From an optimization exercise on the open Yosys and OpenROAD flow, aimed at small area and a short achievable clock period; shortcuts taken in it are not production practice.
Where RTL was checked, it was by simulation tests only, not by an equivalence proof against the original.
Power is estimated from default activity; no workload was simulated.

Setup of the baseline:
Design CPU, start of the top module:
module CPU(
input [15:0]i_datain,
input [15:0]d_datain,
input clock,
input reset,
input enable,
input start,
output [7:0]i_addr,
output [7:0]d_addr,
output [15:0]d_dataout,
output d_we
);
export LEC_CHECK = 0
export CAP_MARGIN = 20
export CORE_MARGIN = 2
export CORE_UTILIZATION = 40
export CTS_CLUSTER_DIAMETER = 80
export CTS_CLUSTER_SIZE = 20
export SETUP_SLACK_MARGIN = 1.5
export SLEW_MARGIN = 20
create_clock -name core_clock -period 3.8 [get_ports {clock}]
standard.sh (not shown) runs the stock make flow with config.mk's settings and CLKGATE_MAP_FILE= SYNTH_SCRIPT=/design/flow/synth_recipe.tcl, a recipe that flattens the netlist after the stock synthesis.
==> flow/flow/run.sh <==
#!/bin/bash
# The standard flow (standard.sh), with one change: the buffers that the
# placement step puts on every input and output port are buf_1 cells
# instead of the cell buffer_ports picks by default.
set -euo pipefail
bash standard.sh synth > synth.log 2>&1
bash standard.sh "BUFFER_PORTS_ARGS=-buffer_cell sky130_fd_sc_hd__buf_1" finish > layout.log 2>&1
--- input diff the baseline..the candidate ---
diff --git a/flow/design.v b/flow/design.v
--- a/flow/design.v
+++ b/flow/design.v
@@ -18,13 +18,14 @@
 reg  [10:0] id_f;           
 reg  [7:0] id_sa, id_sb;    
 reg  [4:0] ex_op;           
 reg  [2:0] ex_rd;
 reg  [15:0] ex_g, ex_t;    
 reg        ex_cin;
-reg        ex_lo_lg, ex_hi_lg, ex_shl, ex_shr;    
+reg        ex_sra;
+reg        ex_lo_lg, ex_hi_lg, ex_lo_sum, ex_hi_sum, ex_shl, ex_shr;    
 reg  [7:0] ex_sd;           
 reg  [15:0] m_c;
 reg  [7:0] m_sd;
 reg        m_we, m_take, m_wen, m_halt;    
 reg        m_load;
 reg  [2:0] m_rd;
@@ -119,16 +120,18 @@
         ex_rd <= id_f[10:8];
         ex_g <= d_a & d_b;
         ex_t <= d_a | d_b;
         ex_cin <= d_addc ? cf : d_subc ? ~cf : d_sub;
         ex_lo_lg  <= d_logic | d_jump;
         ex_hi_lg  <= d_logic | d_store;
+        ex_lo_sum <= ~(d_logic | d_jump | d_shift);
+        ex_hi_sum <= ~(d_logic | d_store | d_shift);
         ex_shl <= d_shl;
+        ex_sra <= (id_op == 5'b00111);
         ex_shr <= d_shift & ~d_shl;
-        ex_sd <= d_store ? ry[7:0] : d_shift ? {4'd1 << id_f[3:2], 4'd1 << id_f[1:0]}
-               : {7'd0, d_addc & cf & (&ry)};
+        ex_sd <= d_store ? ry[7:0] : d_shift ? {4'd0, id_f[3:0]} : {7'd0, d_addc & cf & (&ry)};
     end
 wire [15:0] g = ex_g;
 wire [15:0] t = ex_t;
 reg  [15:0] gg, gt, tg, tt;
 integer lv, j;
 always @(*) begin
@@ -144,31 +147,28 @@
             end
     end
 end
 wire [15:0] c    = {gg[14:0], 1'b0} | ({gt[14:0], 1'b1} & {16{ex_cin}});
 wire [15:0] sum  = (t ^ c) ^ g;
 wire        cout = gg[15] | (gt[15] & ex_cin);
-wire        z = &(~((t ^ g) ^ {t[14:0], ex_cin}));
+wire        z = &(~((t ^ {t[14:0], ex_cin}) ^ g));
 wire l_and = (ex_op[1:0] != 2'b11);        
 wire l_xor = (ex_op[1:0] != 2'b01);        
 wire [15:0] lg = (g & {16{l_and}}) | (t & ~g & {16{l_xor}});
-wire [3:0]  am_lo = ex_sd[3:0];
-wire [3:0]  am_hi = ex_sd[7:4];
-wire        fill = (ex_op == 5'b00111) & t[15];    
+wire [3:0]  amt = ex_sd[3:0];
+wire        fill = ex_sra & t[15];
 wire [31:0] sh0 = {{16{fill}}, t};
-wire [27:0] sh1 = (sh0[27:0] & {28{am_lo[0]}}) | (sh0[28:1] & {28{am_lo[1]}})
-                | (sh0[29:2] & {28{am_lo[2]}}) | (sh0[30:3] & {28{am_lo[3]}});
-wire [15:0] y   = (sh1[15:0] & {16{am_hi[0]}}) | (sh1[19:4] & {16{am_hi[1]}})
-                | (sh1[23:8] & {16{am_hi[2]}}) | (sh1[27:12] & {16{am_hi[3]}});
+wire [31:0] sh1 = amt[0] ? {1'b0, sh0[31:1]} : sh0;
+wire [31:0] sh2 = amt[1] ? {2'b0, sh1[31:2]} : sh1;
+wire [31:0] sh3 = amt[2] ? {4'b0, sh2[31:4]} : sh2;
+wire [15:0] y   = amt[3] ? sh3[23:8] : sh3[15:0];
 reg  [15:0] yr;
 always @(*)
     for (k = 0; k < 16; k = k + 1)
         yr[k] = y[15-k];
 wire e_store = (ex_op == 5'b00011);
-wire ex_lo_sum = ~(ex_lo_lg | ex_shl | ex_shr);
-wire ex_hi_sum = ~(ex_hi_lg | ex_shl | ex_shr);
 wire [7:0] res_lo = (lg[7:0] & {8{ex_lo_lg}}) | (yr[7:0] & {8{ex_shl}})
                   | (y[7:0] & {8{ex_shr}}) | (sum[7:0] & {8{ex_lo_sum}});
 wire [7:0] res_hi = (lg[15:8] & {8{ex_hi_lg}}) | (yr[15:8] & {8{ex_shl}})
                   | (y[15:8] & {8{ex_shr}}) | (sum[15:8] & {8{ex_hi_sum}});
 wire e_zn = (ex_op == 5'b01000) || (ex_op == 5'b01001) || (ex_op == 5'b10001)
           || (ex_op == 5'b01010) || (ex_op == 5'b01011) || (ex_op == 5'b10010)
[summary]
- The candidate gives more number of rows created at floorplan than the baseline did.
- Core utilization of the finished layout delta (the candidate -> the baseline): insignificant
- Run comparison: the candidate end point of the critical path m_c[12]; the baseline end point of the critical path m_c[9]
- Delta (the candidate minus the baseline): routing usage on met3 decreased 0.22 points; clock network power share decreased 0.5 points.
- When the candidate is set beside the baseline, its number of flip-flops and latches turns out to be 3 larger.
- Diff the candidate..the baseline | flop-to-flop setup slack | negligible
- When the candidate is set beside the baseline, its clock buffer count in the final layout turns out to be about 3.6% larger.
- Going from the baseline to the candidate, half-perimeter wire length after detailed placement now larger; largest fanout on the critical path now larger; sequential portion of the cell area now smaller; shortest clock period the worst path allows after layout now larger.
- Looking at multiplexer fraction of the synthesized cell area across the baseline and the candidate, the one that comes out lower is the baseline.
- The baseline and the candidate ended up with roughly the same maximum frequency.


v6:
Another version of the RTL of CPU (not shown whole).
For scale: about 1200 cells after synthesis, roughly 69 I/O pins, about 15000 um2 of cells after synthesis.
Settings: LEC_CHECK=0, CAP_MARGIN=20, CORE_MARGIN=2, CORE_UTILIZATION=40, CTS_CLUSTER_DIAMETER=80, CTS_CLUSTER_SIZE=20, SETUP_SLACK_MARGIN=1.5, SLEW_MARGIN=20; clock period 3.8 ns.
Scripts as last shown in full above: flow/flow/run.sh
v6 ran to completion and came out clean on the timing, design-rule and antenna checks.
#### Input delta (v7 over v6)
--- a/flow/design.v
+++ b/flow/design.v
@@ -120,24 +120,23 @@
         ex_rd <= id_f[10:8];
         ex_g <= d_a & d_b;
         ex_t <= d_a | d_b;
         ex_cin <= d_addc ? cf : d_subc ? ~cf : d_sub;
         ex_lo_lg  <= d_logic | d_jump;
         ex_hi_lg  <= d_logic | d_store;
         ex_lo_sum <= ~(d_logic | d_jump | d_shift);
         ex_hi_sum <= ~(d_logic | d_store | d_shift);
         ex_shl <= d_shl;
         ex_sra <= (id_op == 5'b00111);
         ex_shr <= d_shift & ~d_shl;
-        ex_sd <= d_store ? ry[7:0] : d_shift ? {4'd1 << id_f[3:2], 4'd1 << id_f[1:0]}
-               : {7'd0, d_addc & cf & (&ry)};
+        ex_sd <= d_store ? ry[7:0] : d_shift ? {4'd0, id_f[3:0]} : {7'd0, d_addc & cf & (&ry)};
     end
 wire [15:0] g = ex_g;
 wire [15:0] t = ex_t;
 reg  [15:0] gg, gt, tg, tt;
 integer lv, j;
 always @(*) begin
     gg = g;
     gt = t;
     for (lv = 0; lv < 4; lv = lv + 1) begin
         tg = gg;
         tt = gt;
@@ -147,30 +146,29 @@
                 gt[j] = tt[j] & tt[j - (1 << lv)];
             end
     end
 end
 wire [15:0] c    = {gg[14:0], 1'b0} | ({gt[14:0], 1'b1} & {16{ex_cin}});
 wire [15:0] sum  = (t ^ c) ^ g;
 wire        cout = gg[15] | (gt[15] & ex_cin);
 wire        z = &(~((t ^ g) ^ {t[14:0], ex_cin}));
 wire l_and = (ex_op[1:0] != 2'b11);        
 wire l_xor = (ex_op[1:0] != 2'b01);        
 wire [15:0] lg = (g & {16{l_and}}) | (t & ~g & {16{l_xor}});
-wire [3:0]  am_lo = ex_sd[3:0];
-wire [3:0]  am_hi = ex_sd[7:4];
+wire [3:0]  amt = ex_sd[3:0];
 wire        fill = ex_sra & t[15];
 wire [31:0] sh0 = {{16{fill}}, t};
-wire [27:0] sh1 = (sh0[27:0] & {28{am_lo[0]}}) | (sh0[28:1] & {28{am_lo[1]}})
-                | (sh0[29:2] & {28{am_lo[2]}}) | (sh0[30:3] & {28{am_lo[3]}});
-wire [15:0] y   = (sh1[15:0] & {16{am_hi[0]}}) | (sh1[19:4] & {16{am_hi[1]}})
-                | (sh1[23:8] & {16{am_hi[2]}}) | (sh1[27:12] & {16{am_hi[3]}});
+wire [31:0] sh1 = amt[0] ? {1'b0, sh0[31:1]} : sh0;
+wire [31:0] sh2 = amt[1] ? {2'b0, sh1[31:2]} : sh1;
+wire [31:0] sh3 = amt[2] ? {4'b0, sh2[31:4]} : sh2;
+wire [15:0] y   = amt[3] ? sh3[23:8] : sh3[15:0];
 reg  [15:0] yr;
 always @(*)
     for (k = 0; k < 16; k = k + 1)
         yr[k] = y[15-k];
 wire e_store = (ex_op == 5'b00011);
 wire [7:0] res_lo = (lg[7:0] & {8{ex_lo_lg}}) | (yr[7:0] & {8{ex_shl}})
                   | (y[7:0] & {8{ex_shr}}) | (sum[7:0] & {8{ex_lo_sum}});
 wire [7:0] res_hi = (lg[15:8] & {8{ex_hi_lg}}) | (yr[15:8] & {8{ex_shl}})
                   | (y[15:8] & {8{ex_shr}}) | (sum[15:8] & {8{ex_hi_sum}});
 wire e_zn = (ex_op == 5'b01000) || (ex_op == 5'b01001) || (ex_op == 5'b10001)
           || (ex_op == 5'b01010) || (ex_op == 5'b01011) || (ex_op == 5'b10010)
Notes after the runs:
The run showing the smaller net count of the finished layout is v6.
v7 finished end to end and its layout was clean on timing, DRC and antenna.
The global-route wire length before repair in v7 sits 3200 um above the value recorded for v6.
Relative to v6, v7 degrades worst setup slack after layout.
Of v6 and v7, the run reporting the higher worst hold slack was v6.
The die width number comes out lower for v6 vs v7.
The run showing the smaller part of the power in the clock network is v7.
Via count deteriorates in v7 relative to v6.
Lower post-layout instance area was reported by v6, not v7.
No functional check of the RTL was part of any run of this note.


## before
The RTL this note starts from:
==> flow/design.v <==
`timescale 1ns / 1ps
module CPU(
input [15:0]i_datain,
input [15:0]d_datain,
input clock,
input reset,
input enable,
input start,
output [7:0]i_addr,
output [7:0]d_addr,
output [15:0]d_dataout,
output d_we
);
reg        state;           
wire       run = state;
reg  [7:0] pc;
reg  [4:0] id_op;           
reg  [10:0] id_f;           
reg  [7:0] id_sa, id_sb;    
reg  [4:0] ex_op;           
reg  [2:0] ex_rd;
reg  [15:0] ex_g, ex_t;    
reg        ex_cin;
reg        ex_lo_lg, ex_hi_lg, ex_shl, ex_shr;    
reg  [7:0] ex_sd;           
reg  [15:0] m_c;
reg  [7:0] m_sd;
reg        m_we, m_take, m_wen, m_halt;    
reg        m_load;
reg  [2:0] m_rd;
reg  [15:0] w_c;
reg        w_wen, w_halt;                  
reg  [2:0] w_rd;
reg        zf, nf, cf;
reg  [15:0] gr [7:0];
integer k;
assign i_addr    = pc;
assign d_addr    = m_c[7:0];
assign d_we      = m_we;
assign d_dataout = {m_c[15:8], m_sd};
always @(posedge clock or negedge reset)
    if (!reset)
        state <= 1'b0;
    else if (state)
        state <= enable & ~w_halt;
    else
        state <= enable & start;
wire [4:0] f_op = i_datain[15:11];
wire f_user1 = (f_op == 5'b10000) || (f_op == 5'b01001) || (f_op == 5'b01011)
             || (f_op[4:3] == 2'b11);
wire f_store = (f_op == 5'b00011);
wire f_jump  = (f_op == 5'b11000);
reg  [7:0] gv;
wire [7:0] gvn = gv | ({8{w_wen}} & (8'd1 << w_rd));
wire [2:0] f_ia = f_user1 ? i_datain[10:8] : i_datain[6:4];
wire [2:0] f_ib = f_store ? i_datain[10:8] : i_datain[2:0];
always @(posedge clock or negedge reset)
    if (!reset) begin
        pc <= 8'd0;
        id_op <= 5'd0;
    end else if (run) begin
        pc <= m_take ? m_c[7:0] : pc + 8'd1;
        id_op <= f_op;
    end
always @(posedge clock)
    if (run) begin
        id_f <= i_datain[10:0];
        id_sa <= f_jump ? 8'd0 : (8'd1 << f_ia) & gvn;    
        id_sb <= (8'd1 << f_ib) & gvn;
    end
wire [7:0] selx = id_sa;
wire [7:0] sely = id_sb;
reg  [15:0] rx, ry;
always @(*) begin
    rx = 16'd0;
    ry = 16'd0;
    for (k = 0; k < 8; k = k + 1) begin
        rx = rx | (gr[k] & {16{selx[k]}});
        ry = ry | (gr[k] & {16{sely[k]}});
    end
end
wire [7:0]  imm8 = id_f[7:0];
wire d_jump  = (id_op == 5'b11000);
wire d_store = (id_op == 5'b00011);
wire d_shl   = (id_op[4:1] == 4'b0010);
wire d_val3  = (id_op[4:2] == 3'b001) || (id_op[4:1] == 4'b0001);   
wire d_imm   = (id_op == 5'b01001) || (id_op == 5'b01011) || (id_op[4:3] == 2'b11);
wire d_ldih  = (id_op == 5'b10000);
wire d_sub   = (id_op == 5'b01010) || (id_op == 5'b01011) || (id_op == 5'b10010)
             || (id_op == 5'b01100);
wire d_addc  = (id_op == 5'b10001);
wire d_logic = (id_op[4:2] == 3'b011);
wire d_shift = (id_op[4:2] == 3'b001);
wire d_subc  = (id_op == 5'b10010);
reg [15:0] d_a, d_b;
always @(*) begin
    for (k = 0; k < 16; k = k + 1)
        d_a[k] = d_shl ? rx[15-k] : rx[k];
    if (d_store) d_a[15:8] = 8'd0;
    if (d_shift)
        d_b = 16'd0;                         
    else if (d_val3)
        d_b = {(d_store ? ry[15:8] : 8'd0), 4'd0, id_f[3:0]};
    else if (d_imm)
        d_b = {8'd0, imm8};
    else if (d_ldih)
        d_b = {imm8, 8'd0};
    else
        d_b = ry;
    if (d_sub) d_b = ~d_b;
end
always @(posedge clock or negedge reset)
    if (!reset)
        ex_op <= 5'd0;
    else if (run)
        ex_op <= id_op;
always @(posedge clock)
    if (run) begin
        ex_rd <= id_f[10:8];
        ex_g <= d_a & d_b;
        ex_t <= d_a | d_b;
        ex_cin <= d_addc ? cf : d_subc ? ~cf : d_sub;
        ex_lo_lg  <= d_logic | d_jump;
        ex_hi_lg  <= d_logic | d_store;
        ex_shl <= d_shl;
        ex_shr <= d_shift & ~d_shl;
        ex_sd <= d_store ? ry[7:0] : d_shift ? {4'd1 << id_f[3:2], 4'd1 << id_f[1:0]}
               : {7'd0, d_addc & cf & (&ry)};
    end
wire [15:0] g = ex_g;
wire [15:0] t = ex_t;
reg  [15:0] gg, gt, tg, tt;
integer lv, j;
always @(*) begin
    gg = g;
    gt = t;
    for (lv = 0; lv < 4; lv = lv + 1) begin
        tg = gg;
        tt = gt;
        for (j = 0; j < 16; j = j + 1)
            if (j >= (1 << lv)) begin
                gg[j] = tg[j] | (tt[j] & tg[j - (1 << lv)]);
                gt[j] = tt[j] & tt[j - (1 << lv)];
            end
    end
end
wire [15:0] c    = {gg[14:0], 1'b0} | ({gt[14:0], 1'b1} & {16{ex_cin}});
wire [15:0] sum  = (t ^ c) ^ g;
wire        cout = gg[15] | (gt[15] & ex_cin);
wire        z = &(~((t ^ g) ^ {t[14:0], ex_cin}));
wire l_and = (ex_op[1:0] != 2'b11);        
wire l_xor = (ex_op[1:0] != 2'b01);        
wire [15:0] lg = (g & {16{l_and}}) | (t & ~g & {16{l_xor}});
wire [3:0]  am_lo = ex_sd[3:0];
wire [3:0]  am_hi = ex_sd[7:4];
wire        fill = (ex_op == 5'b00111) & t[15];    
wire [31:0] sh0 = {{16{fill}}, t};
wire [27:0] sh1 = (sh0[27:0] & {28{am_lo[0]}}) | (sh0[28:1] & {28{am_lo[1]}})
                | (sh0[29:2] & {28{am_lo[2]}}) | (sh0[30:3] & {28{am_lo[3]}});
wire [15:0] y   = (sh1[15:0] & {16{am_hi[0]}}) | (sh1[19:4] & {16{am_hi[1]}})
                | (sh1[23:8] & {16{am_hi[2]}}) | (sh1[27:12] & {16{am_hi[3]}});
reg  [15:0] yr;
always @(*)
    for (k = 0; k < 16; k = k + 1)
        yr[k] = y[15-k];
wire e_store = (ex_op == 5'b00011);
wire ex_lo_sum = ~(ex_lo_lg | ex_shl | ex_shr);
wire ex_hi_sum = ~(ex_hi_lg | ex_shl | ex_shr);
wire [7:0] res_lo = (lg[7:0] & {8{ex_lo_lg}}) | (yr[7:0] & {8{ex_shl}})
                  | (y[7:0] & {8{ex_shr}}) | (sum[7:0] & {8{ex_lo_sum}});
wire [7:0] res_hi = (lg[15:8] & {8{ex_hi_lg}}) | (yr[15:8] & {8{ex_shl}})
                  | (y[15:8] & {8{ex_shr}}) | (sum[15:8] & {8{ex_hi_sum}});
wire e_zn = (ex_op == 5'b01000) || (ex_op == 5'b01001) || (ex_op == 5'b10001)
          || (ex_op == 5'b01010) || (ex_op == 5'b01011) || (ex_op == 5'b10010)
          || (ex_op == 5'b01100);
wire e_c  = (ex_op == 5'b01000) || (ex_op == 5'b01001) || (ex_op == 5'b10001);
wire kill = ex_sd[0];    
reg cond;
always @(*)
    case (ex_op[2:1])
        2'b00: cond = 1'b1;
        2'b01: cond = zf;
        2'b10: cond = nf;
        2'b11: cond = cf;
    endcase
wire e_take = (ex_op[4:3] == 2'b11) && ((ex_op[2:1] == 2'b00) || (cond ^ ex_op[0]));
wire e_wen = (ex_op == 5'b00010) || (ex_op == 5'b10000) || (ex_op == 5'b01000)
          || (ex_op == 5'b01001) || (ex_op == 5'b10001) || (ex_op == 5'b01010)
          || (ex_op == 5'b01011) || (ex_op == 5'b10010) || (ex_op == 5'b01101)
          || (ex_op == 5'b01110) || (ex_op == 5'b01111) || (ex_op[4:2] == 3'b001);
always @(posedge clock or negedge reset)
    if (!reset) begin
        zf <= 1'b0; nf <= 1'b0; cf <= 1'b0;
        m_we <= 1'b0; m_take <= 1'b0; m_wen <= 1'b0; m_halt <= 1'b0;
    end else if (run) begin
        if (e_zn) begin
            zf <= z;
            nf <= sum[15];
        end
        if (e_c)
            cf <= cout & ~kill;
        m_we <= e_store;
        m_take <= e_take;
        m_wen <= e_wen;
        m_halt <= (ex_op == 5'b00001);
    end
always @(posedge clock)
    if (run) begin
        m_c <= {res_hi, res_lo};
        m_sd <= ex_sd;
        m_load <= (ex_op == 5'b00010);
        m_rd <= ex_rd;
    end
always @(posedge clock or negedge reset)
    if (!reset) begin
        w_wen <= 1'b0; w_halt <= 1'b0;
    end else if (run) begin
        w_wen <= m_wen;
        w_halt <= m_halt;
    end
always @(posedge clock)
    if (run) begin
        w_c <= m_load ? d_datain : m_c;
        w_rd <= m_rd;
    end
always @(posedge clock or negedge reset)
    if (!reset)
        gv <= 8'd0;
    else if (run & w_wen)
        gv[w_rd] <= 1'b1;
always @(posedge clock)
    if (run & w_wen)
        gr[w_rd] <= w_c;
endmodule
==> flow/config.mk <==
export PLATFORM = sky130hd
export DESIGN_NAME = CPU
export DESIGN_NICKNAME = CPU
export VERILOG_FILES = /design/flow/design.v
export SDC_FILE = /design/flow/constraint.sdc
export NUM_CORES = 4
export LEC_CHECK = 0
export CAP_MARGIN = 20
export CORE_MARGIN = 2
export CORE_UTILIZATION = 40
export CTS_CLUSTER_DIAMETER = 80
export CTS_CLUSTER_SIZE = 20
export SETUP_SLACK_MARGIN = 1.4
export SLEW_MARGIN = 20
==> flow/constraint.sdc <==
create_clock -name core_clock -period 3.8 [get_ports {clock}]
set_input_delay 0.7600 -clock core_clock [delete_from_list [all_inputs] [get_ports {clock}]]
set_output_delay 0.7600 -clock core_clock [all_outputs]
set_load 0.01 [all_outputs]
Scripts as last shown in full above: flow/flow/run.sh
## Diff of input files: after against before
--- a/flow/design.v
+++ b/flow/design.v
@@ -20,9 +20,10 @@
 reg  [4:0] ex_op;           
 reg  [2:0] ex_rd;
 reg  [15:0] ex_g, ex_t;    
 reg        ex_cin;
-reg        ex_lo_lg, ex_hi_lg, ex_shl, ex_shr;    
+reg        ex_sra;
+reg        ex_lo_lg, ex_hi_lg, ex_lo_sum, ex_hi_sum, ex_shl, ex_shr;    
 reg  [7:0] ex_sd;           
 reg  [15:0] m_c;
 reg  [7:0] m_sd;
 reg        m_we, m_take, m_wen, m_halt;    
@@ -121,9 +122,12 @@
         ex_t <= d_a | d_b;
         ex_cin <= d_addc ? cf : d_subc ? ~cf : d_sub;
         ex_lo_lg  <= d_logic | d_jump;
         ex_hi_lg  <= d_logic | d_store;
+        ex_lo_sum <= ~(d_logic | d_jump | d_shift);
+        ex_hi_sum <= ~(d_logic | d_store | d_shift);
         ex_shl <= d_shl;
+        ex_sra <= (id_op == 5'b00111);
         ex_shr <= d_shift & ~d_shl;
         ex_sd <= d_store ? ry[7:0] : d_shift ? {4'd1 << id_f[3:2], 4'd1 << id_f[1:0]}
                : {7'd0, d_addc & cf & (&ry)};
     end
@@ -152,9 +156,9 @@
 wire l_xor = (ex_op[1:0] != 2'b01);        
 wire [15:0] lg = (g & {16{l_and}}) | (t & ~g & {16{l_xor}});
 wire [3:0]  am_lo = ex_sd[3:0];
 wire [3:0]  am_hi = ex_sd[7:4];
-wire        fill = (ex_op == 5'b00111) & t[15];    
+wire        fill = ex_sra & t[15];
 wire [31:0] sh0 = {{16{fill}}, t};
 wire [27:0] sh1 = (sh0[27:0] & {28{am_lo[0]}}) | (sh0[28:1] & {28{am_lo[1]}})
                 | (sh0[29:2] & {28{am_lo[2]}}) | (sh0[30:3] & {28{am_lo[3]}});
 wire [15:0] y   = (sh1[15:0] & {16{am_hi[0]}}) | (sh1[19:4] & {16{am_hi[1]}})
@@ -163,10 +167,8 @@
 always @(*)
     for (k = 0; k < 16; k = k + 1)
         yr[k] = y[15-k];
 wire e_store = (ex_op == 5'b00011);
-wire ex_lo_sum = ~(ex_lo_lg | ex_shl | ex_shr);
-wire ex_hi_sum = ~(ex_hi_lg | ex_shl | ex_shr);
 wire [7:0] res_lo = (lg[7:0] & {8{ex_lo_lg}}) | (yr[7:0] & {8{ex_shl}})
                   | (y[7:0] & {8{ex_shr}}) | (sum[7:0] & {8{ex_lo_sum}});
 wire [7:0] res_hi = (lg[15:8] & {8{ex_hi_lg}}) | (yr[15:8] & {8{ex_shl}})
                   | (y[15:8] & {8{ex_shr}}) | (sum[15:8] & {8{ex_hi_sum}});
after ran to completion and came out clean on the timing, design-rule and antenna checks. before finished every stage and its layout cleared the timing, design-rule and antenna checks. after reports a lower maximum vdd ir drop than before does. Worst slew slack as a fraction of its limit: after < before. before -> after: post-placement cell count increased slightly. Comparing after with before, the fmax came out essentially unchanged. | total power | after vs before | worse |. First-pass GRT wire length was lower in before than in after. In the reports for before and after, the smaller power share of the combinational group belongs to after. Fraction of power spent switching nets, before and after, lower one = after. NOTE: proportion of cell area occupied by registers in after falls short of that of before. after vs. before: length of routed met2 wiring rose by about 1.4%, global router's overall resource usage shows no meaningful change, die width rose by 1.3 µm. [after] global-route met1 utilization fell 0.21 points relative to before. Between before and after, the final critical-path required period figures differ only marginally.
For after, only the layout was checked, not whether the RTL still works.

[separate check: timing with driven ports]
No port has a modelled driver above. Below, the same layouts with a new extraction and two added sets of constraints. Step 1: set_driving_cell puts a clkbuf_16 on clock and a buf_2 on each other input, an assumption about the parent block. Step 2, shift: input delay + t, output delay - t, t = (earliest + latest rising clock arrival at the registers) / 2. This alone moves slack from input paths to output paths. Slacks: ideal ports / drivers / drivers and shift; pairs: ideal ports / drivers.
run | t (ns) | slack for setup (ns) | hold WS [ns] | worst slew at a driven data input, ns
the baseline | 0.575 | 1.497 / 1.497 / 1.207 | 0.362 / 0.332 / 0.424 | 0.04
the candidate | 0.576 | 1.492 / 1.492 / 1.489 | 0.329 / 0.296 / 0.426 | 0.05
v6 | 0.577 | 1.493 / 1.493 / 1.353 | 0.360 / 0.330 / 0.425 | 0.04
v7 | 0.578 | 1.423 / 1.423 / 1.188 | 0.349 / 0.318 / 0.424 | 0.04
before | 0.573 | 1.482 / 1.482 / 1.123 | 0.362 / 0.333 / 0.424 | 0.04
after | 0.577 | 1.483 / 1.483 / 1.347 | 0.360 / 0.330 / 0.427 | 0.04
After both steps setup and hold are still met in every run listed. The setup slack of before, which loses most, moves by 0.000 ns with the drivers and by -0.359 ns with both steps.
